This is an optimization exercise on Yosys and OpenROAD, whose aim is small area and a short achievable clock period, not a production implementation. Only simulation tests tie the RTL to the original design; equivalence was not proved.

==> design.v <==
`timescale 1ns / 1ps
module nf_fa (input logic a, input logic b, input logic c, output logic s, output logic co);
    assign s = a ^ b ^ c;
    assign co = (a & b) | (a & c) | (b & c);
endmodule
module nf_ha (input logic a, input logic b, output logic s, output logic co);
    assign s = a ^ b;
    assign co = a & b;
endmodule
module nf_csa8 (input logic [7:0] a, input logic [7:0] b, input logic [7:0] c, output logic [15:0] y);
    for (genvar i = 0; i < 8; i++) begin : g
        nf_fa u (.a(a[i]), .b(b[i]), .c(c[i]), .s(y[i]), .co(y[8 + i]));
    end
endmodule
module nf_add8 (input logic [7:0] a, input logic [7:0] b, input logic cin, output logic [8:0] y);
    logic [8:0] c;
    assign c[0] = cin;
    for (genvar i = 0; i < 8; i++) begin : g
        nf_fa u (.a(a[i]), .b(b[i]), .c(c[i]), .s(y[i]), .co(c[i + 1]));
    end
    assign y[8] = c[8];
endmodule
module notch_filter #(
    parameter int DATA_WIDTH = 16
)(
    input  logic                    clk,
    input  logic                    rst_n,
    input  logic                    valid_i,
    input  logic signed [DATA_WIDTH-1:0] data_i,
    output logic                    valid_o,
    output logic signed [DATA_WIDTH-1:0] data_o
);
    logic [15:0] x;
    logic [31:0] s1, s2;
    logic [8:1] p;
    logic n80;
    logic n81;
    logic n82;
    logic n83;
    logic n84;
    logic n85;
    logic n86;
    logic n87;
    logic n88;
    logic n89;
    logic n90;
    logic n91;
    logic n92;
    logic n93;
    logic n94;
    logic n95;
    logic n96;
    logic n97;
    logic n98;
    logic n99;
    logic n100;
    logic n101;
    logic n102;
    logic n103;
    logic n104;
    logic n105;
    logic n106;
    logic n107;
    logic n108;
    logic n109;
    logic n110;
    logic n111;
    logic n112;
    logic n113;
    logic n114;
    logic n115;
    logic n116;
    logic n117;
    logic n118;
    logic n119;
    logic n120;
    logic n121;
    logic n122;
    logic n123;
    logic n124;
    logic n125;
    logic n126;
    logic n127;
    logic n128;
    logic n129;
    logic n130;
    logic n131;
    logic n132;
    logic n133;
    logic n134;
    logic n135;
    logic n136;
    logic n137;
    logic n138;
    logic n139;
    logic n140;
    logic n141;
    logic n142;
    logic n143;
    logic n144;
    logic n145;
    logic n146;
    logic n147;
    logic n148;
    logic n149;
    logic n150;
    logic n151;
    logic n152;
    logic n153;
    logic n154;
    logic n155;
    logic n156;
    logic n157;
    logic n158;
    logic n159;
    logic n160;
    logic n161;
    logic n162;
    logic n163;
    logic n164;
    logic n165;
    logic n166;
    logic n167;
    logic n168;
    logic n169;
    logic n170;
    logic n171;
    logic n172;
    logic n173;
    logic n174;
    logic n175;
    logic n176;
    logic n177;
    logic n178;
    logic n179;
    logic n180;
    logic n181;
    logic n182;
    logic n183;
    logic n184;
    logic n185;
    logic n186;
    logic n187;
    logic n188;
    logic n189;
    logic n190;
    logic n191;
    logic n192;
    logic n193;
    logic n194;
    logic n195;
    logic n196;
    logic n197;
    logic n198;
    logic n199;
    logic n200;
    logic n201;
    logic n208;
    logic n209;
    logic n210;
    logic n211;
    logic n212;
    logic n213;
    logic n214;
    logic n215;
    logic n216;
    logic n217;
    logic n218;
    logic n219;
    logic n220;
    logic n221;
    logic n222;
    logic n223;
    logic n224;
    logic n225;
    logic n226;
    logic n227;
    logic n228;
    logic n229;
    logic n230;
    logic n231;
    logic n232;
    logic n233;
    logic n234;
    logic n235;
    logic n236;
    logic n237;
    logic n238;
    logic n239;
    logic n240;
    logic n241;
    logic n242;
    logic n243;
    logic n244;
    logic n245;
    logic n246;
    logic n247;
    logic n248;
    logic n249;
    logic n250;
    logic n251;
    logic n252;
    logic n253;
    logic n254;
    logic n255;
    logic n256;
    logic n257;
    logic n258;
    logic n259;
    logic n260;
    logic n261;
    logic n262;
    logic n263;
    logic n266;
    logic n267;
    logic n268;
    logic n269;
    logic n270;
    logic n271;
    logic n272;
    logic n273;
    logic n274;
    logic n275;
    logic n276;
    logic n277;
    logic n278;
    logic n279;
    logic n280;
    logic n281;
    logic n282;
    logic n283;
    logic n284;
    logic n285;
    logic n286;
    logic n287;
    logic n288;
    logic n289;
    logic n290;
    logic n291;
    logic n292;
    logic n293;
    logic n294;
    logic n295;
    logic n296;
    logic n297;
    logic n298;
    logic n299;
    logic n300;
    logic n301;
    logic n302;
    logic n303;
    logic n304;
    logic n305;
    logic n306;
    logic n307;
    logic n308;
    logic n309;
    logic n310;
    logic n311;
    logic n312;
    logic n313;
    logic n314;
    logic n315;
    logic n316;
    logic n317;
    logic n318;
    logic n319;
    logic n320;
    logic n321;
    logic n322;
    logic n323;
    logic n324;
    logic n325;
    logic n326;
    logic n327;
    logic n328;
    logic n329;
    logic n348;
    logic n349;
    logic n350;
    logic n351;
    logic n352;
    logic n353;
    logic n354;
    logic n355;
    logic n356;
    logic n357;
    logic n358;
    logic n359;
    logic n360;
    logic n361;
    logic n362;
    logic n363;
    logic n364;
    logic n365;
    logic n366;
    logic n367;
    logic n368;
    logic n369;
    logic n370;
    logic n371;
    logic n372;
    logic n373;
    logic n374;
    logic n375;
    logic n376;
    logic n377;
    logic n378;
    logic n379;
    logic n380;
    logic n381;
    logic n382;
    logic n383;
    logic n384;
    logic n385;
    logic n412;
    logic n413;
    logic n414;
    logic n415;
    logic n416;
    logic n417;
    logic n418;
    logic n419;
    logic n420;
    logic n421;
    logic n422;
    logic n423;
    logic n424;
    logic n425;
    logic n426;
    logic n427;
    logic n428;
    logic n429;
    logic n430;
    logic n431;
    logic n432;
    logic n433;
    logic n434;
    logic n435;
    logic n436;
    logic n437;
    logic n438;
    logic n439;
    logic n440;
    logic n441;
    logic n442;
    logic n443;
    logic n444;
    logic n445;
    logic n446;
    logic n447;
    logic n448;
    logic n449;
    logic n450;
    logic n451;
    logic n452;
    logic n453;
    logic n454;
    logic n455;
    logic n456;
    logic n457;
    logic n458;
    logic n459;
    logic n460;
    logic n461;
    logic n462;
    logic n463;
    logic n464;
    logic n465;
    logic n466;
    logic n467;
    logic n468;
    logic n469;
    logic n470;
    logic n471;
    logic n472;
    logic n473;
    logic n474;
    logic n475;
    logic n476;
    logic n477;
    logic n478;
    logic n479;
    logic n480;
    logic n481;
    logic n482;
    logic n483;
    logic n484;
    logic n485;
    logic n486;
    logic n487;
    logic n488;
    logic n489;
    logic n490;
    logic n491;
    logic n492;
    logic n493;
    logic n494;
    logic n495;
    logic n496;
    logic n497;
    logic n498;
    logic n499;
    logic n500;
    logic n501;
    logic n502;
    logic n503;
    logic n504;
    logic n505;
    logic n506;
    logic n507;
    logic n508;
    logic n509;
    logic n510;
    logic n511;
    logic n512;
    logic n513;
    logic n514;
    logic n515;
    logic n516;
    logic n517;
    logic n518;
    logic n519;
    logic n520;
    logic n521;
    logic n522;
    logic n523;
    logic n524;
    logic n525;
    logic n526;
    logic n527;
    logic n528;
    logic n529;
    logic n530;
    logic n531;
    logic n532;
    logic n533;
    logic n534;
    logic n535;
    logic n536;
    logic n537;
    logic n538;
    logic n539;
    logic n540;
    logic n541;
    logic n542;
    logic n543;
    logic n544;
    logic n545;
    logic n546;
    logic n547;
    logic n548;
    logic n549;
    logic n550;
    logic n551;
    logic n552;
    logic n553;
    logic n554;
    logic n555;
    logic n556;
    logic n557;
    logic n558;
    logic n559;
    logic n560;
    logic n561;
    logic n562;
    logic n563;
    logic n564;
    logic n565;
    logic n566;
    logic n567;
    logic n568;
    logic n569;
    logic n570;
    logic n571;
    logic n572;
    logic n573;
    logic n574;
    logic n575;
    logic n576;
    logic n577;
    logic n578;
    logic n579;
    logic n580;
    logic n581;
    logic n582;
    logic n583;
    logic n584;
    logic n585;
    logic n586;
    logic n587;
    logic n588;
    logic n589;
    logic n590;
    logic n591;
    logic n592;
    logic n593;
    logic n594;
    logic n595;
    logic n596;
    logic n597;
    logic xs1;
    logic xs2;
    logic xs3;
    logic n80_d1;
    logic n82_d1;
    logic n84_d1;
    logic n85_d1;
    logic n92_d1;
    logic n94_d1;
    logic n96_d1;
    logic n98_d1;
    logic n100_d1;
    logic n102_d1;
    logic n103_d1;
    logic n109_d1;
    logic n124_d1;
    logic n125_d1;
    logic n142_d1;
    logic n143_d1;
    logic n145_d1;
    logic n150_d1;
    logic n151_d1;
    logic n166_d1;
    logic n167_d1;
    logic n182_d1;
    logic n184_d1;
    logic n185_d1;
    logic n200_d1;
    logic n208_d1;
    logic n210_d1;
    logic n211_d1;
    logic n222_d1;
    logic n224_d1;
    logic n226_d1;
    logic n227_d1;
    logic n240_d1;
    logic n242_d1;
    logic n243_d1;
    logic n258_d1;
    logic n260_d1;
    logic n261_d1;
    logic n285_d1;
    logic n302_d1;
    logic n303_d1;
    logic n320_d1;
    logic n321_d1;
    logic n348_d1;
    logic n350_d1;
    logic n352_d1;
    logic n354_d1;
    logic n355_d1;
    logic n364_d1;
    logic n366_d1;
    logic n368_d1;
    logic n370_d1;
    logic n372_d1;
    logic n373_d1;
    logic n380_d1;
    logic n382_d1;
    logic n384_d1;
    logic n384_d2;
    logic n412_d1;
    logic n412_d2;
    logic n414_d1;
    logic n414_d2;
    logic n415_d1;
    logic n416_d1;
    logic n418_d1;
    logic n420_d1;
    logic n422_d1;
    logic n424_d1;
    logic n426_d1;
    logic n428_d1;
    logic n430_d1;
    logic n432_d1;
    logic n433_d1;
    logic n438_d1;
    logic n440_d1;
    logic n442_d1;
    logic n444_d1;
    logic n446_d1;
    logic n447_d1;
    logic n448_d1;
    logic n450_d1;
    logic n452_d1;
    logic n454_d1;
    logic n456_d1;
    logic n457_d1;
    logic n458_d1;
    logic n460_d1;
    logic n462_d1;
    logic n464_d1;
    logic n466_d1;
    logic n468_d1;
    logic n470_d1;
    logic n472_d1;
    logic n474_d1;
    logic n475_d1;
    logic n476_d1;
    logic n478_d1;
    logic n480_d1;
    logic n482_d1;
    logic n484_d1;
    logic n485_d1;
    logic n486_d1;
    logic n487_d1;
    logic n504_d1;
    logic n505_d1;
    logic n522_d1;
    logic n523_d1;
    logic n536_d1;
    logic n537_d1;
    logic n549_d1;
    logic n566_d1;
    logic n567_d1;
    logic n584_d1;
    logic n585_d1;
    logic xd15_1;
    logic xd15_2;
    nf_ha u80 (.a(data_i[2]), .b(data_i[0]), .s(n80), .co(n81));
    nf_fa u82 (.a(data_i[3]), .b(data_i[1]), .c(n81), .s(n82), .co(n83));
    nf_fa u84 (.a(data_i[4]), .b(data_i[2]), .c(n83), .s(n84), .co(n85));
    nf_fa u86 (.a(x[5]), .b(x[3]), .c(n85_d1), .s(n86), .co(n87));
    nf_fa u88 (.a(x[6]), .b(x[4]), .c(n87), .s(n88), .co(n89));
    nf_fa u90 (.a(x[7]), .b(x[5]), .c(n89), .s(n90), .co(n91));
    nf_fa u92 (.a(x[8]), .b(x[6]), .c(n91), .s(n92), .co(n93));
    nf_fa u94 (.a(x[9]), .b(x[7]), .c(n93), .s(n94), .co(n95));
    nf_fa u96 (.a(x[10]), .b(x[8]), .c(n95), .s(n96), .co(n97));
    nf_fa u98 (.a(x[11]), .b(x[9]), .c(n97), .s(n98), .co(n99));
    nf_fa u100 (.a(x[12]), .b(x[10]), .c(n99), .s(n100), .co(n101));
    nf_fa u102 (.a(x[13]), .b(x[11]), .c(n101), .s(n102), .co(n103));
    nf_fa u104 (.a(x[14]), .b(x[12]), .c(n103_d1), .s(n104), .co(n105));
    nf_fa u106 (.a(x[15]), .b(x[13]), .c(n105), .s(n106), .co(n107));
    nf_fa u108 (.a(x[15]), .b(x[14]), .c(n107), .s(n108), .co(n109));
    nf_ha u110 (.a(n86), .b(x[0]), .s(n110), .co(n111));
    nf_fa u112 (.a(n88), .b(x[1]), .c(n111), .s(n112), .co(n113));
    nf_fa u114 (.a(n90), .b(n80_d1), .c(n113), .s(n114), .co(n115));
    nf_fa u116 (.a(n92), .b(n82_d1), .c(n115), .s(n116), .co(n117));
    nf_fa u118 (.a(n94), .b(n84_d1), .c(n117), .s(n118), .co(n119));
    nf_fa u120 (.a(n96), .b(n86), .c(n119), .s(n120), .co(n121));
    nf_fa u122 (.a(n98), .b(n88), .c(n121), .s(n122), .co(n123));
    nf_fa u124 (.a(n100), .b(n90), .c(n123), .s(n124), .co(n125));
    nf_fa u126 (.a(n102_d1), .b(n92_d1), .c(n125_d1), .s(n126), .co(n127));
    nf_fa u128 (.a(n104), .b(n94_d1), .c(n127), .s(n128), .co(n129));
    nf_fa u130 (.a(n106), .b(n96_d1), .c(n129), .s(n130), .co(n131));
    nf_fa u132 (.a(n108), .b(n98_d1), .c(n131), .s(n132), .co(n133));
    nf_fa u134 (.a(n109), .b(n100_d1), .c(n133), .s(n134), .co(n135));
    nf_fa u136 (.a(x[15]), .b(n102_d1), .c(n135), .s(n136), .co(n137));
    nf_fa u138 (.a(x[15]), .b(n104), .c(n137), .s(n138), .co(n139));
    nf_fa u140 (.a(x[15]), .b(n106), .c(n139), .s(n140), .co(n141));
    nf_fa u142 (.a(x[15]), .b(n108), .c(n141), .s(n142), .co(n143));
    nf_fa u144 (.a(xs2), .b(n109_d1), .c(n143_d1), .s(n144), .co(n145));
    nf_ha u146 (.a(~data_i[1]), .b(~data_i[0]), .s(n146), .co(n147));
    nf_ha u148 (.a(~n80), .b(n147), .s(n148), .co(n149));
    nf_ha u150 (.a(~n82), .b(n149), .s(n150), .co(n151));
    nf_ha u152 (.a(~n84_d1), .b(n151_d1), .s(n152), .co(n153));
    nf_ha u154 (.a(~n110), .b(n153), .s(n154), .co(n155));
    nf_ha u156 (.a(~n112), .b(n155), .s(n156), .co(n157));
    nf_ha u158 (.a(~n114), .b(n157), .s(n158), .co(n159));
    nf_ha u160 (.a(~n116), .b(n159), .s(n160), .co(n161));
    nf_ha u162 (.a(~n118), .b(n161), .s(n162), .co(n163));
    nf_ha u164 (.a(~n120), .b(n163), .s(n164), .co(n165));
    nf_ha u166 (.a(~n122), .b(n165), .s(n166), .co(n167));
    nf_fa u168 (.a(x[0]), .b(~n124_d1), .c(n167_d1), .s(n168), .co(n169));
    nf_fa u170 (.a(x[1]), .b(~n126), .c(n169), .s(n170), .co(n171));
    nf_fa u172 (.a(x[2]), .b(~n128), .c(n171), .s(n172), .co(n173));
    nf_fa u174 (.a(x[3]), .b(~n130), .c(n173), .s(n174), .co(n175));
    nf_fa u176 (.a(x[4]), .b(~n132), .c(n175), .s(n176), .co(n177));
    nf_fa u178 (.a(x[5]), .b(~n134), .c(n177), .s(n178), .co(n179));
    nf_fa u180 (.a(x[6]), .b(~n136), .c(n179), .s(n180), .co(n181));
    nf_fa u182 (.a(x[7]), .b(~n138), .c(n181), .s(n182), .co(n183));
    nf_fa u184 (.a(x[8]), .b(~n140), .c(n183), .s(n184), .co(n185));
    nf_fa u186 (.a(x[9]), .b(~n142_d1), .c(n185_d1), .s(n186), .co(n187));
    nf_fa u188 (.a(x[10]), .b(~n144), .c(n187), .s(n188), .co(n189));
    nf_fa u190 (.a(x[11]), .b(~n145), .c(n189), .s(n190), .co(n191));
    nf_fa u192 (.a(x[12]), .b(~n145), .c(n191), .s(n192), .co(n193));
    nf_fa u194 (.a(x[13]), .b(~n145), .c(n193), .s(n194), .co(n195));
    nf_fa u196 (.a(x[14]), .b(~n145), .c(n195), .s(n196), .co(n197));
    nf_fa u198 (.a(xs2), .b(~n145), .c(n197), .s(n198), .co(n199));
    nf_fa u200 (.a(xs2), .b(~n145), .c(n199), .s(n200), .co(n201));
    nf_fa u208 (.a(data_i[3]), .b(n146), .c(n81), .s(n208), .co(n209));
    nf_fa u210 (.a(data_i[4]), .b(n148), .c(n209), .s(n210), .co(n211));
    nf_fa u212 (.a(x[5]), .b(n150_d1), .c(n211_d1), .s(n212), .co(n213));
    nf_fa u214 (.a(x[6]), .b(n152), .c(n213), .s(n214), .co(n215));
    nf_fa u216 (.a(x[7]), .b(n154), .c(n215), .s(n216), .co(n217));
    nf_fa u218 (.a(x[8]), .b(n156), .c(n217), .s(n218), .co(n219));
    nf_fa u220 (.a(x[9]), .b(n158), .c(n219), .s(n220), .co(n221));
    nf_fa u222 (.a(x[10]), .b(n160), .c(n221), .s(n222), .co(n223));
    nf_fa u224 (.a(x[11]), .b(n162), .c(n223), .s(n224), .co(n225));
    nf_fa u226 (.a(x[12]), .b(n164), .c(n225), .s(n226), .co(n227));
    nf_fa u228 (.a(x[13]), .b(n166_d1), .c(n227_d1), .s(n228), .co(n229));
    nf_fa u230 (.a(x[14]), .b(n168), .c(n229), .s(n230), .co(n231));
    nf_fa u232 (.a(x[15]), .b(n170), .c(n231), .s(n232), .co(n233));
    nf_fa u234 (.a(x[15]), .b(n172), .c(n233), .s(n234), .co(n235));
    nf_fa u236 (.a(x[15]), .b(n174), .c(n235), .s(n236), .co(n237));
    nf_fa u238 (.a(x[15]), .b(n176), .c(n237), .s(n238), .co(n239));
    nf_fa u240 (.a(x[15]), .b(n178), .c(n239), .s(n240), .co(n241));
    nf_fa u242 (.a(x[15]), .b(n180), .c(n241), .s(n242), .co(n243));
    nf_fa u244 (.a(xs2), .b(n182_d1), .c(n243_d1), .s(n244), .co(n245));
    nf_fa u246 (.a(xs2), .b(n184_d1), .c(n245), .s(n246), .co(n247));
    nf_fa u248 (.a(xs2), .b(n186), .c(n247), .s(n248), .co(n249));
    nf_fa u250 (.a(x[15]), .b(n188), .c(n249), .s(n250), .co(n251));
    nf_fa u252 (.a(xs2), .b(n190), .c(n251), .s(n252), .co(n253));
    nf_fa u254 (.a(xs1), .b(n192), .c(n253), .s(n254), .co(n255));
    nf_fa u256 (.a(x[15]), .b(n194), .c(n255), .s(n256), .co(n257));
    nf_fa u258 (.a(xs2), .b(n196), .c(n257), .s(n258), .co(n259));
    nf_fa u260 (.a(xs1), .b(n198), .c(n259), .s(n260), .co(n261));
    nf_fa u262 (.a(xs3), .b(n200_d1), .c(n261_d1), .s(n262), .co(n263));
    nf_ha u266 (.a(s1[0]), .b(x[0]), .s(n266), .co(n267));
    nf_fa u268 (.a(s1[1]), .b(x[1]), .c(n267), .s(n268), .co(n269));
    nf_fa u270 (.a(s1[2]), .b(n80_d1), .c(n269), .s(n270), .co(n271));
    nf_fa u272 (.a(s1[3]), .b(n208_d1), .c(n271), .s(n272), .co(n273));
    nf_fa u274 (.a(s1[4]), .b(n210_d1), .c(n273), .s(n274), .co(n275));
    nf_fa u276 (.a(s1[5]), .b(n212), .c(n275), .s(n276), .co(n277));
    nf_fa u278 (.a(s1[6]), .b(n214), .c(n277), .s(n278), .co(n279));
    nf_fa u280 (.a(s1[7]), .b(n216), .c(n279), .s(n280), .co(n281));
    nf_fa u282 (.a(s1[8]), .b(n218), .c(n281), .s(n282), .co(n283));
    nf_fa u284 (.a(s1[9]), .b(n220), .c(n283), .s(n284), .co(n285));
    nf_fa u286 (.a(s1[10]), .b(n222_d1), .c(n285_d1), .s(n286), .co(n287));
    nf_fa u288 (.a(s1[11]), .b(n224_d1), .c(n287), .s(n288), .co(n289));
    nf_fa u290 (.a(s1[12]), .b(n226_d1), .c(n289), .s(n290), .co(n291));
    nf_fa u292 (.a(s1[13]), .b(n228), .c(n291), .s(n292), .co(n293));
    nf_fa u294 (.a(s1[14]), .b(n230), .c(n293), .s(n294), .co(n295));
    nf_fa u296 (.a(s1[15]), .b(n232), .c(n295), .s(n296), .co(n297));
    nf_fa u298 (.a(s1[16]), .b(n234), .c(n297), .s(n298), .co(n299));
    nf_fa u300 (.a(s1[17]), .b(n236), .c(n299), .s(n300), .co(n301));
    nf_fa u302 (.a(s1[18]), .b(n238), .c(n301), .s(n302), .co(n303));
    nf_fa u304 (.a(s1[19]), .b(n240_d1), .c(n303_d1), .s(n304), .co(n305));
    nf_fa u306 (.a(s1[20]), .b(n242_d1), .c(n305), .s(n306), .co(n307));
    nf_fa u308 (.a(s1[21]), .b(n244), .c(n307), .s(n308), .co(n309));
    nf_fa u310 (.a(s1[22]), .b(n246), .c(n309), .s(n310), .co(n311));
    nf_fa u312 (.a(s1[23]), .b(n248), .c(n311), .s(n312), .co(n313));
    nf_fa u314 (.a(s1[24]), .b(n250), .c(n313), .s(n314), .co(n315));
    nf_fa u316 (.a(s1[25]), .b(n252), .c(n315), .s(n316), .co(n317));
    nf_fa u318 (.a(s1[26]), .b(n254), .c(n317), .s(n318), .co(n319));
    nf_fa u320 (.a(s1[27]), .b(n256), .c(n319), .s(n320), .co(n321));
    nf_fa u322 (.a(s1[28]), .b(n258_d1), .c(n321_d1), .s(n322), .co(n323));
    nf_fa u324 (.a(s1[29]), .b(n260_d1), .c(n323), .s(n324), .co(n325));
    nf_fa u326 (.a(s1[30]), .b(n262), .c(n325), .s(n326), .co(n327));
    nf_fa u328 (.a(s1[31]), .b(n262), .c(n327), .s(n328), .co(n329));
    nf_ha u348 (.a(~x[0]), .b(n294), .s(n348), .co(n349));
    nf_fa u350 (.a(~x[1]), .b(n296), .c(n349), .s(n350), .co(n351));
    nf_fa u352 (.a(~x[2]), .b(n298), .c(n351), .s(n352), .co(n353));
    nf_fa u354 (.a(~x[3]), .b(n300), .c(n353), .s(n354), .co(n355));
    nf_fa u356 (.a(~x[4]), .b(n302_d1), .c(n355_d1), .s(n356), .co(n357));
    nf_fa u358 (.a(~x[5]), .b(n304), .c(n357), .s(n358), .co(n359));
    nf_fa u360 (.a(~x[6]), .b(n306), .c(n359), .s(n360), .co(n361));
    nf_fa u362 (.a(~x[7]), .b(n308), .c(n361), .s(n362), .co(n363));
    nf_fa u364 (.a(~x[8]), .b(n310), .c(n363), .s(n364), .co(n365));
    nf_fa u366 (.a(~x[9]), .b(n312), .c(n365), .s(n366), .co(n367));
    nf_fa u368 (.a(~x[10]), .b(n314), .c(n367), .s(n368), .co(n369));
    nf_fa u370 (.a(~x[11]), .b(n316), .c(n369), .s(n370), .co(n371));
    nf_fa u372 (.a(~x[12]), .b(n318), .c(n371), .s(n372), .co(n373));
    nf_fa u374 (.a(~x[13]), .b(n320_d1), .c(n373_d1), .s(n374), .co(n375));
    nf_fa u376 (.a(~x[14]), .b(n322), .c(n375), .s(n376), .co(n377));
    nf_fa u378 (.a(~xs3), .b(n324), .c(n377), .s(n378), .co(n379));
    nf_fa u380 (.a(~xs3), .b(n326), .c(n379), .s(n380), .co(n381));
    nf_fa u382 (.a(~xs3), .b(n328), .c(n381), .s(n382), .co(n383));
    nf_fa u384 (.a(~xs3), .b(n328), .c(n383), .s(n384), .co(n385));
    nf_ha u412 (.a(~n350), .b(~n348), .s(n412), .co(n413));
    nf_fa u414 (.a(n352), .b(n350), .c(~n413), .s(n414), .co(n415));
    nf_fa u416 (.a(n354_d1), .b(n352_d1), .c(n415_d1), .s(n416), .co(n417));
    nf_fa u418 (.a(n356), .b(n354_d1), .c(n417), .s(n418), .co(n419));
    nf_fa u420 (.a(n358), .b(n356), .c(n419), .s(n420), .co(n421));
    nf_fa u422 (.a(n360), .b(n358), .c(n421), .s(n422), .co(n423));
    nf_fa u424 (.a(n362), .b(n360), .c(n423), .s(n424), .co(n425));
    nf_fa u426 (.a(n364), .b(n362), .c(n425), .s(n426), .co(n427));
    nf_fa u428 (.a(n366), .b(n364), .c(n427), .s(n428), .co(n429));
    nf_fa u430 (.a(n368), .b(n366), .c(n429), .s(n430), .co(n431));
    nf_fa u432 (.a(n370), .b(n368), .c(n431), .s(n432), .co(n433));
    nf_fa u434 (.a(n372_d1), .b(n370_d1), .c(n433_d1), .s(n434), .co(n435));
    nf_fa u436 (.a(n374), .b(n372_d1), .c(n435), .s(n436), .co(n437));
    nf_fa u438 (.a(n376), .b(n374), .c(n437), .s(n438), .co(n439));
    nf_fa u440 (.a(n378), .b(n376), .c(n439), .s(n440), .co(n441));
    nf_fa u442 (.a(n380), .b(n378), .c(n441), .s(n442), .co(n443));
    nf_fa u444 (.a(n382), .b(n380), .c(n443), .s(n444), .co(n445));
    nf_fa u446 (.a(n384), .b(n382), .c(n445), .s(n446), .co(n447));
    nf_ha u448 (.a(~n420), .b(~n348_d1), .s(n448), .co(n449));
    nf_fa u450 (.a(~n422), .b(n412_d1), .c(n449), .s(n450), .co(n451));
    nf_fa u452 (.a(n424), .b(n414_d1), .c(~n451), .s(n452), .co(n453));
    nf_fa u454 (.a(n426), .b(n416), .c(n453), .s(n454), .co(n455));
    nf_fa u456 (.a(n428), .b(n418), .c(n455), .s(n456), .co(n457));
    nf_fa u458 (.a(n430_d1), .b(n420_d1), .c(n457_d1), .s(n458), .co(n459));
    nf_fa u460 (.a(n432_d1), .b(n422_d1), .c(n459), .s(n460), .co(n461));
    nf_fa u462 (.a(n434), .b(n424_d1), .c(n461), .s(n462), .co(n463));
    nf_fa u464 (.a(n436), .b(n426_d1), .c(n463), .s(n464), .co(n465));
    nf_fa u466 (.a(n438), .b(n428_d1), .c(n465), .s(n466), .co(n467));
    nf_fa u468 (.a(n440), .b(n430_d1), .c(n467), .s(n468), .co(n469));
    nf_fa u470 (.a(n442), .b(n432_d1), .c(n469), .s(n470), .co(n471));
    nf_fa u472 (.a(n444), .b(n434), .c(n471), .s(n472), .co(n473));
    nf_fa u474 (.a(n446), .b(n436), .c(n473), .s(n474), .co(n475));
    nf_fa u476 (.a(n447_d1), .b(n438_d1), .c(n475_d1), .s(n476), .co(n477));
    nf_fa u478 (.a(n447_d1), .b(n440_d1), .c(n477), .s(n478), .co(n479));
    nf_fa u480 (.a(n447_d1), .b(n442_d1), .c(n479), .s(n480), .co(n481));
    nf_fa u482 (.a(n447_d1), .b(n444_d1), .c(n481), .s(n482), .co(n483));
    nf_fa u484 (.a(n447_d1), .b(n446_d1), .c(n483), .s(n484), .co(n485));
    nf_ha u486 (.a(~n454), .b(~n348_d1), .s(n486), .co(n487));
    nf_fa u488 (.a(~n456_d1), .b(n412_d2), .c(n487_d1), .s(n488), .co(n489));
    nf_fa u490 (.a(n458), .b(n414_d2), .c(~n489), .s(n490), .co(n491));
    nf_fa u492 (.a(n460), .b(n416_d1), .c(n491), .s(n492), .co(n493));
    nf_fa u494 (.a(n462), .b(n418_d1), .c(n493), .s(n494), .co(n495));
    nf_fa u496 (.a(n464), .b(~n448_d1), .c(n495), .s(n496), .co(n497));
    nf_fa u498 (.a(n466), .b(~n450_d1), .c(n497), .s(n498), .co(n499));
    nf_fa u500 (.a(n468), .b(n452_d1), .c(n499), .s(n500), .co(n501));
    nf_fa u502 (.a(n470), .b(n454_d1), .c(n501), .s(n502), .co(n503));
    nf_fa u504 (.a(n472), .b(n456_d1), .c(n503), .s(n504), .co(n505));
    nf_fa u506 (.a(n474_d1), .b(n458_d1), .c(n505_d1), .s(n506), .co(n507));
    nf_fa u508 (.a(n476), .b(n460_d1), .c(n507), .s(n508), .co(n509));
    nf_fa u510 (.a(n478), .b(n462_d1), .c(n509), .s(n510), .co(n511));
    nf_fa u512 (.a(n480), .b(n464_d1), .c(n511), .s(n512), .co(n513));
    nf_fa u514 (.a(n482), .b(n466_d1), .c(n513), .s(n514), .co(n515));
    nf_fa u516 (.a(n484), .b(n468_d1), .c(n515), .s(n516), .co(n517));
    nf_fa u518 (.a(n485), .b(n470_d1), .c(n517), .s(n518), .co(n519));
    nf_fa u520 (.a(n485), .b(n472_d1), .c(n519), .s(n520), .co(n521));
    nf_fa u522 (.a(n485), .b(n474_d1), .c(n521), .s(n522), .co(n523));
    nf_fa u524 (.a(n485_d1), .b(n476_d1), .c(n523_d1), .s(n524), .co(n525));
    nf_fa u526 (.a(n485_d1), .b(n478_d1), .c(n525), .s(n526), .co(n527));
    nf_fa u528 (.a(n485_d1), .b(n480_d1), .c(n527), .s(n528), .co(n529));
    nf_fa u530 (.a(n485_d1), .b(n482_d1), .c(n529), .s(n530), .co(n531));
    nf_fa u532 (.a(n485_d1), .b(n484_d1), .c(n531), .s(n532), .co(n533));
    nf_ha u534 (.a(~n348), .b(s2[0]), .s(n534), .co(n535));
    nf_fa u536 (.a(n412), .b(s2[1]), .c(n535), .s(n536), .co(n537));
    nf_fa u538 (.a(~n414_d1), .b(s2[2]), .c(n537_d1), .s(n538), .co(n539));
    nf_fa u540 (.a(~n416), .b(s2[3]), .c(n539), .s(n540), .co(n541));
    nf_fa u542 (.a(~n418), .b(s2[4]), .c(n541), .s(n542), .co(n543));
    nf_fa u544 (.a(n448), .b(s2[5]), .c(n543), .s(n544), .co(n545));
    nf_fa u546 (.a(n450), .b(s2[6]), .c(n545), .s(n546), .co(n547));
    nf_fa u548 (.a(~n452), .b(s2[7]), .c(n547), .s(n548), .co(n549));
    nf_fa u550 (.a(n486_d1), .b(s2[8]), .c(n549_d1), .s(n550), .co(n551));
    nf_fa u552 (.a(n488), .b(s2[9]), .c(n551), .s(n552), .co(n553));
    nf_fa u554 (.a(~n490), .b(s2[10]), .c(n553), .s(n554), .co(n555));
    nf_fa u556 (.a(~n492), .b(s2[11]), .c(n555), .s(n556), .co(n557));
    nf_fa u558 (.a(~n494), .b(s2[12]), .c(n557), .s(n558), .co(n559));
    nf_fa u560 (.a(~n496), .b(s2[13]), .c(n559), .s(n560), .co(n561));
    nf_fa u562 (.a(~n498), .b(s2[14]), .c(n561), .s(n562), .co(n563));
    nf_fa u564 (.a(~n500), .b(s2[15]), .c(n563), .s(n564), .co(n565));
    nf_fa u566 (.a(~n502), .b(s2[16]), .c(n565), .s(n566), .co(n567));
    nf_fa u568 (.a(~n504_d1), .b(s2[17]), .c(n567_d1), .s(n568), .co(n569));
    nf_fa u570 (.a(~n506), .b(s2[18]), .c(n569), .s(n570), .co(n571));
    nf_fa u572 (.a(~n508), .b(s2[19]), .c(n571), .s(n572), .co(n573));
    nf_fa u574 (.a(~n510), .b(s2[20]), .c(n573), .s(n574), .co(n575));
    nf_fa u576 (.a(~n512), .b(s2[21]), .c(n575), .s(n576), .co(n577));
    nf_fa u578 (.a(~n514), .b(s2[22]), .c(n577), .s(n578), .co(n579));
    nf_fa u580 (.a(~n516), .b(s2[23]), .c(n579), .s(n580), .co(n581));
    nf_fa u582 (.a(~n518), .b(s2[24]), .c(n581), .s(n582), .co(n583));
    nf_fa u584 (.a(~n520), .b(s2[25]), .c(n583), .s(n584), .co(n585));
    nf_fa u586 (.a(~n522_d1), .b(s2[26]), .c(n585_d1), .s(n586), .co(n587));
    nf_fa u588 (.a(~n524), .b(s2[27]), .c(n587), .s(n588), .co(n589));
    nf_fa u590 (.a(~n526), .b(s2[28]), .c(n589), .s(n590), .co(n591));
    nf_fa u592 (.a(~n528), .b(s2[29]), .c(n591), .s(n592), .co(n593));
    nf_fa u594 (.a(~n530), .b(s2[30]), .c(n593), .s(n594), .co(n595));
    nf_fa u596 (.a(~n532), .b(s2[31]), .c(n595), .s(n596), .co(n597));
    always_ff @(posedge clk) begin
        xs1 <= x[15];
        xs2 <= xs1;
        xs3 <= xs2;
        n80_d1 <= n80;
        n82_d1 <= n82;
        n84_d1 <= n84;
        n85_d1 <= n85;
        n92_d1 <= n92;
        n94_d1 <= n94;
        n96_d1 <= n96;
        n98_d1 <= n98;
        n100_d1 <= n100;
        n102_d1 <= n102;
        n103_d1 <= n103;
        n109_d1 <= n109;
        n124_d1 <= n124;
        n125_d1 <= n125;
        n142_d1 <= n142;
        n143_d1 <= n143;
        n145_d1 <= n145;
        n150_d1 <= n150;
        n151_d1 <= n151;
        n166_d1 <= n166;
        n167_d1 <= n167;
        n182_d1 <= n182;
        n184_d1 <= n184;
        n185_d1 <= n185;
        n200_d1 <= n200;
        n208_d1 <= n208;
        n210_d1 <= n210;
        n211_d1 <= n211;
        n222_d1 <= n222;
        n224_d1 <= n224;
        n226_d1 <= n226;
        n227_d1 <= n227;
        n240_d1 <= n240;
        n242_d1 <= n242;
        n243_d1 <= n243;
        n258_d1 <= n258;
        n260_d1 <= n260;
        n261_d1 <= n261;
        n285_d1 <= n285;
        n302_d1 <= n302;
        n303_d1 <= n303;
        n320_d1 <= n320;
        n321_d1 <= n321;
        n348_d1 <= n348;
        n350_d1 <= n350;
        n352_d1 <= n352;
        n354_d1 <= n354;
        n355_d1 <= n355;
        n364_d1 <= n364;
        n366_d1 <= n366;
        n368_d1 <= n368;
        n370_d1 <= n370;
        n372_d1 <= n372;
        n373_d1 <= n373;
        n380_d1 <= n380;
        n382_d1 <= n382;
        n384_d1 <= n384;
        n384_d2 <= n384_d1;
        n412_d1 <= n412;
        n412_d2 <= n412_d1;
        n414_d1 <= n414;
        n414_d2 <= n414_d1;
        n415_d1 <= n415;
        n416_d1 <= n416;
        n418_d1 <= n418;
        n420_d1 <= n420;
        n422_d1 <= n422;
        n424_d1 <= n424;
        n426_d1 <= n426;
        n428_d1 <= n428;
        n430_d1 <= n430;
        n432_d1 <= n432;
        n433_d1 <= n433;
        n438_d1 <= n438;
        n440_d1 <= n440;
        n442_d1 <= n442;
        n444_d1 <= n444;
        n446_d1 <= n446;
        n447_d1 <= n447;
        n448_d1 <= n448;
        n450_d1 <= n450;
        n452_d1 <= n452;
        n454_d1 <= n454;
        n456_d1 <= n456;
        n457_d1 <= n457;
        n458_d1 <= n458;
        n460_d1 <= n460;
        n462_d1 <= n462;
        n464_d1 <= n464;
        n466_d1 <= n466;
        n468_d1 <= n468;
        n470_d1 <= n470;
        n472_d1 <= n472;
        n474_d1 <= n474;
        n475_d1 <= n475;
        n476_d1 <= n476;
        n478_d1 <= n478;
        n480_d1 <= n480;
        n482_d1 <= n482;
        n484_d1 <= n484;
        n485_d1 <= n485;
        n486_d1 <= n486;
        n487_d1 <= n487;
        n504_d1 <= n504;
        n505_d1 <= n505;
        n522_d1 <= n522;
        n523_d1 <= n523;
        n536_d1 <= n536;
        n537_d1 <= n537;
        n549_d1 <= n549;
        n566_d1 <= n566;
        n567_d1 <= n567;
        n584_d1 <= n584;
        n585_d1 <= n585;
        xd15_1 <= x[15];
        xd15_2 <= xd15_1;
        if (valid_i) x <= data_i;
    end
    always_ff @(posedge clk or negedge rst_n) begin
        if (!rst_n) begin
            p  <= '0;
            s1 <= '0;
            s2 <= '0;
        end else begin
            p <= {p[7:1], valid_i};
            if (p[2]) s1[0] <= n534;
            if (p[3]) s1[1] <= n536_d1;
            if (p[3]) s1[2] <= n538;
            if (p[3]) s1[3] <= n540;
            if (p[3]) s1[4] <= n542;
            if (p[3]) s1[5] <= n544;
            if (p[3]) s1[6] <= n546;
            if (p[3]) s1[7] <= n548;
            if (p[4]) s1[8] <= n550;
            if (p[4]) s1[9] <= n552;
            if (p[4]) s1[10] <= n554;
            if (p[4]) s1[11] <= n556;
            if (p[4]) s1[12] <= n558;
            if (p[4]) s1[13] <= n560;
            if (p[2]) s1[14] <= ~n294;
            if (p[4]) s1[14] <= n562;
            if (p[2]) s1[15] <= ~n296;
            if (p[4]) s1[15] <= n564;
            if (p[2]) s1[16] <= ~n298;
            if (p[5]) s1[16] <= n566_d1;
            if (p[2]) s1[17] <= ~n300;
            if (p[5]) s1[17] <= n568;
            if (p[3]) s1[18] <= ~n302_d1;
            if (p[5]) s1[18] <= n570;
            if (p[3]) s1[19] <= ~n304;
            if (p[5]) s1[19] <= n572;
            if (p[3]) s1[20] <= ~n306;
            if (p[5]) s1[20] <= n574;
            if (p[3]) s1[21] <= ~n308;
            if (p[5]) s1[21] <= n576;
            if (p[3]) s1[22] <= ~n310;
            if (p[5]) s1[22] <= n578;
            if (p[3]) s1[23] <= ~n312;
            if (p[5]) s1[23] <= n580;
            if (p[3]) s1[24] <= ~n314;
            if (p[5]) s1[24] <= n582;
            if (p[3]) s1[25] <= ~n316;
            if (p[6]) s1[25] <= n584_d1;
            if (p[3]) s1[26] <= ~n318;
            if (p[6]) s1[26] <= n586;
            if (p[4]) s1[27] <= ~n320_d1;
            if (p[6]) s1[27] <= n588;
            if (p[4]) s1[28] <= ~n322;
            if (p[6]) s1[28] <= n590;
            if (p[4]) s1[29] <= ~n324;
            if (p[6]) s1[29] <= n592;
            if (p[4]) s1[30] <= ~n326;
            if (p[6]) s1[30] <= n594;
            if (p[4]) s1[31] <= ~n328;
            if (p[6]) s1[31] <= n596;
            if (p[5]) s2[7:0] <= ds_s2;
            if (p[6]) s2[15:8] <= ds_s2;
            if (p[7]) s2[23:16] <= ds_s2;
            if (p[8]) s2[31:24] <= ds_s2;
        end
    end
    logic [15:0] ds_xq1;
    logic [15:0] ds_xq2;
    logic [15:0] ds_xq3;
    logic [7:0] ds_x, ds_q, ds_d, ds_e, ds_e5, ds_e165, ds_t2, ds_s2;
    logic [7:0] ds_rd, ds_rd1, ds_rd2, ds_rd3, ds_re, ds_re165, ds_dr, ds_qr;
    logic [1:0] ds_eh, ds_e165h;
    logic [6:0] ds_e5h;
    logic [7:0] ds_re5, ds_v, ds_w;
    logic [15:0] ds_cs;
    logic ds_ca1, ds_ca2, ds_cb1, ds_cb2, ds_cc1, ds_cc2;
    logic [8:0] ds_sa1, ds_sa2, ds_sb1, ds_sb2, ds_sc1, ds_sc2;
    nf_add8 u_ds_sa2 (.a(ds_dr), .b(ds_qr), .cin(ds_ca2), .y(ds_sa2));
    assign ds_e = ds_sa2[7:0];
    nf_add8 u_ds_sb1 (.a(ds_e), .b({ds_e[5:0], ds_eh}), .cin(ds_cb1), .y(ds_sb1));
    assign ds_e5 = ds_sb1[7:0];
    nf_add8 u_ds_sc1 (.a(ds_e), .b({ds_rd1[1:0], ds_rd2[7:2]}), .cin(ds_cc1), .y(ds_sc1));
    assign ds_t2 = ds_sc1[7:0];
    assign ds_v = ~{ds_re5[5:0], ds_e5h[6:5]};
    assign ds_w = ~{ds_re5[0], ds_e5h};
    nf_csa8 u_ds_cs (.a(ds_re), .b(ds_v), .c(ds_w), .y(ds_cs));
    nf_add8 u_ds_sc2 (.a(ds_cs[7:0]), .b({ds_cs[14:8], ds_cb2}), .cin(ds_cc2), .y(ds_sc2));
    assign ds_s2 = ds_sc2[7:0];
    always_ff @(posedge clk) begin
        ds_dr <= p[3] ? {~n362, ~n360, ~n358, ~n356, ~n354_d1, ~n352_d1, ~n350_d1, ~n348_d1} : p[4] ? {~n378, ~n376, ~n374, ~n372_d1, ~n370_d1, ~n368_d1, ~n366_d1, ~n364_d1} : p[5] ? {~n384_d1, ~n384_d1, ~n384_d1, ~n384_d1, ~n384_d1, ~n384_d1, ~n382_d1, ~n380_d1} : {~n384_d2, ~n384_d2, ~n384_d2, ~n384_d2, ~n384_d2, ~n384_d2, ~n384_d2, ~n384_d2};
        ds_qr <= p[3] ? {~n308, ~n306, ~n304, ~n302_d1, s1[17], s1[16], s1[15], s1[14]} : p[4] ? {~n324, ~n322, ~n320_d1, s1[26], s1[25], s1[24], s1[23], s1[22]} : p[5] ? {s1[31], s1[31], s1[31], s1[31], s1[31], s1[31], s1[31], s1[30]} : {s1[31], s1[31], s1[31], s1[31], s1[31], s1[31], s1[31], s1[31]};
        ds_ca2 <= p[3] | ds_sa2[8];
        ds_cb1 <= ~p[3] & ds_sb1[8];
        ds_cc1 <= ~p[3] & ds_sc1[8];
        ds_eh <= p[3] ? 2'b0 : ds_e[7:6];
        ds_rd1 <= p[3] ? 8'b0 : ds_dr;
        ds_rd2 <= (p[3] | p[4]) ? 8'b0 : ds_rd1;
        ds_re <= ds_t2;
        ds_re5 <= ds_e5;
        ds_cb2 <= p[4] | ds_cs[15];
        ds_cc2 <= p[4] | ds_sc2[8];
        ds_e5h <= p[4] ? 7'b0 : ds_re5[7:1];
    end
    assign valid_o = p[4];
    assign data_o[0] = ~s1[14];
    assign data_o[1] = ~s1[15];
    assign data_o[2] = ~s1[16];
    assign data_o[3] = ~s1[17];
    assign data_o[4] = ~s1[18];
    assign data_o[5] = ~s1[19];
    assign data_o[6] = ~s1[20];
    assign data_o[7] = ~s1[21];
    assign data_o[8] = ~s1[22];
    assign data_o[9] = ~s1[23];
    assign data_o[10] = ~s1[24];
    assign data_o[11] = ~s1[25];
    assign data_o[12] = ~s1[26];
    assign data_o[13] = n320_d1;
    assign data_o[14] = n322;
    assign data_o[15] = n324;
endmodule
==> run.sh <==
#!/bin/bash
# synth_recipe.tcl (not shown) runs the flow's synth.tcl, then flattens the netlist and writes it again
# the make line also repeats each setting of config.mk as NAME=value (left out here)
make -C /OpenROAD-flow-scripts/flow DESIGN_CONFIG=/design/flow/config.mk WORK_HOME=/design/flow/orfs CLKGATE_MAP_FILE= SYNTH_SCRIPT=/design/flow/synth_recipe.tcl finish
==> config.mk <==
export PLATFORM = sky130hd
export DESIGN_NAME = notch_filter
export DESIGN_NICKNAME = notch_filter
export VERILOG_FILES = /design/flow/design.v
export SDC_FILE = /design/flow/constraint.sdc
export NUM_CORES = 4
export LEC_CHECK = 0
export CAP_MARGIN = 20
export CORE_MARGIN = 2
export CORE_UTILIZATION = 40
export CTS_CLUSTER_DIAMETER = 100
export CTS_CLUSTER_SIZE = 30
export SLEW_MARGIN = 20
export SYNTH_HIERARCHICAL = 1
==> constraint.sdc <==
create_clock -name core_clock -period 12.0 [get_ports {clk}]
set_input_delay 2.4000 -clock core_clock [delete_from_list [all_inputs] [get_ports {clk}]]
set_output_delay 2.4000 -clock core_clock [all_outputs]
set_load 0.01 [all_outputs]
==> metrics.md <==
| Metric | Value |
|---|---|
| Placed instance area | 0.0138 mm^2 |
| Seq/Total Area, Yosys | 0.443 |
| # nets final | 1,165 |
| Pin count of the biggest net entering global routing | 73 |
| Slew Viols, Final | 0 |
| CTS Sinks | 264 |
| Initial drt markers | 370 |
| Most common cell after layout, fill and taps aside | fa_1 |
| Setup TNS | 0 ns |
| Overflow after GRT | 0 |
| Top FF cell, synth | dfxtp_1 |
| Met2 WL | 11.6 mm |
| Post-Syn Area per Cell | 15.5 um^2 |
| Worst-Margin Slew | 1.00 ns |
| Placed wire-length estimate | 20.3 mm |
| Number of synthesized register bits | 264 |
| Most frequent cells in the layout | fa_1, dfxtp_1, inv_1, dfrtp_1, mux2_2 |
| Drt pass-1 iters | 4 |
| Synth Cell Area | 0.0131 mm^2 |
| Die Span Y | 185 um |
| Vias post-DR | 5,872 |
| Post-synth cell types | 34 |
| Main combinational cell family by area after synthesis | adder cells |
| CTS tree | built |
| I/O pin cnt | 36 |
| Compound-cell area share of the yosys netlist | 0.0277 |
| Setup crit start kind | register |
| Die width | 185 um |
| WL/cell | 19.0 um |
| Antenna violations before repair | 0 |
| Largest regs | s1: 32 flops, s2: 32 flops, x: 16 flops |
| Tmin final | 5.07 ns |
| Highest routed layer | met4 |
| Mux cell area share after synthesis | 0.0481 |
| Vias per cell | 4.44 |
| Hold crit path type | register to register |
| Final setup fails | 0 |
| Post-synthesis xor/xnor area fraction | 0 |
| Finished Cell Area | 0.0142 mm^2 |
| Post-route DRC violation count | 0 |
| DRT met1 WL | 12.4 mm |
| Worst endpoint data arrival time | 2.67 ns |
| WHS Path Cells | 0 |
| RePlAce Congestion | 0.800 |
| Mapped Nets | 1,137 |
| Layout area overhead | 8.24% |
| Total GRT Usage | 0.160 |
| Clock latency (worst-skew pair) | 0.50 ns |
| Synth Instances | 845 |
| Dominant cell type by area after synthesis | fa_1 |
| WP data required | 9.60 ns |
| Total CTS buffers | 12 |
| Outcome | no timing/DRC/antenna violations |
| Max-cap violations | 0 |
| Worst R2R Path Depth | 10 |
| Setup Crit Path Kind | register to output pin |
| Drt total wl | 25.1 mm |
| Vias in the first global route | 6,620 |
| Core ar. | 0.0324 mm^2 |
| Fin crit share | 0.422 |
| Post-synth EDFFs | 16 |
| Root buf cell | clkbuf_16 |
| Worst-path clk slew | 0.11 ns |
| Global-route wire length before repair | 39.7 mm |
| Clock skew | 0.0293 ns |
| Largest cells by area after synthesis | fa_1, dfxtp_1, dfrtp_1, edfxtp_1, mux2_2 |
| Postcts setup bufs | 0 |
| Crit. End Element | output pin |
| Synth top area share | 0.388 |
| Simple logic cell fraction of the synthesized area | 0.0266 |
| Placement row count | 66 |
| CP max FO | 4 |
| DIE AREA | 0.0342 mm^2 |
| Max Fclk | 0.197 GHz |
| Routed Antenna Nets | 0 |
| Synth Area in Adders | 0.406 |
| IO buf count | 35 |
| Met3 Routed Length | 675 um |
| Post-cts resize count | 0 |
| H-tree Lvls | 1 |
| RSZ-0062 raised after global routing | no |
| Initial core utilization | 0.405 |
| Share of cells above drive strength 1 | 0.0956 |
| CTS Hold Bufs | 0 |
| CTS max path bufs | 3 |
| Asr flop ratio synth | 0.273 |
| Headroom to the max-slew limit | 0.332 |
| Final number of hold-violating endpoints | 0 |
| Synthesis Warnings | 7 |
-- layer usage --
| metal | GRT usage | up-vias |
|---|---|---|
| met5 | 0 | - |
| met4 | 0.0302 | 0 |
| met3 | 0.0151 | 17 |
| met2 | 0.249 | 84 |
| met1 | 0.246 | 3132 |
| li1 | - | 2639 |
-- critical path, cell delays in order, from the launching register on --
cell and delay [ns]:
dfrtp_1 0.41, fa_1 0.44, fa_1 0.68, clkdlybuf4s50_1 0.63
-- synth_stat cells, types with 9 or more instances --
| library cell | count |
|---|---|
| dfrtp_1 | 72 |
| buf_6 | 9 |
| buf_4 | 10 |
| nand2_1 | 32 |
| edfxtp_1 | 16 |
| fa_1 | 254 |
| mux2_2 | 40 |
| o21ai_1 | 10 |
| ha_1 | 19 |
| o21ai_0 | 17 |
| dfxtp_1 | 176 |
| nor2b_1 | 14 |
| inv_1 | 107 |
-- per-module statistics from Yosys (local to each module, per instance), excerpt --
module / flip-flops and latches / times used / cells inside / cell area [um^2]
nf_ha: 0 / 19 / 1 / 12.5
nf_fa: 0 / 254 / 1 / 20.0
notch_filter: 264 / 1 / 568 / 7760
nf_add8: 0 / 4 / 1 / 7.51
-- final timing paths --
kind / from / endpoint / slack [ns]
worst max register to register: x[13]$_DFFE_PP_ / n566_d1$_DFF_P_ / 7.05
max in group asynchronous: rst_n / p[5]$_DFF_PN0_ / 9.50
worst min register to register: n384_d1$_DFF_P_ / n384_d2$_DFF_P_ / 0.36
worst min-delay path: n384_d1$_DFF_P_ / n384_d2$_DFF_P_ / 0.36
worst max-delay path: s1[28]$_DFFE_PN0P_ / data_o[15] / 6.93
min in group asynchronous: rst_n / s1[26]$_DFFE_PN0P_ / 1.87
-- kinds of logic after synthesis --
logic type      after synthesis
fa+ha+maj                   273
flops                       264
buf+inv                     134
simple gates                 68
mux                          54
compound gates               52
-- area by class of cell --
cell class / instances / area, um^2
Clock buffer: 19 / 348
Clock inverter: 1 / 6.26
Tap cell: 442 / 553
Timing Repair Buffer: 40 / 398
Sequential cell: 264 / 5810
Antenna cell: 2 / 5.00
Fill cell: 2964 / 18200
Multi-Input combinational cell: 447 / 6670
Inverter: 108 / 408
-- metrics by stage --
step	worst slack, ns	utilization	cells	hold WS [ns]
finish	6.93	0.438	1323	0.361
global route	6.89	0.438	1321	0.370
CTS	6.90	0.438	1320	0.362
detailed placement	7.02	0.427	1300	0.342
global placement	7.12	0.427	1300	0.338
floorplan	7.42	-	845	0.331

afterwards: timing with drivers on the ports:
How much do the figures lean on ideal ports? The routed layout below was timed once more, with nothing changed but the port constraints. Step 1 sets driving cells, clkbuf_16 on the clock port and buf_2 on the other inputs (assumed; they add their load-dependent delay and slew). Step 2 times the ports against the registers' clock, not the clock port: input delays grow and output delays shrink by t, the midpoint of the rising clock arrivals with the driver on. Slacks: ideal ports / drivers / drivers and shift; pairs: ideal ports / drivers.
t (ns): 0.534
setup slack, ns: 6.932 / 6.884 / 7.048
worst setup path after step 2: register to register
clock arrival spread, ns: 0.030 / 0.030
worst register clock-pin slew, ns: 0.12 / 0.12
After both steps this run still meets setup and hold. For this run, drivers alone change the setup slack by -0.048 ns; drivers and shift together by +0.116 ns.
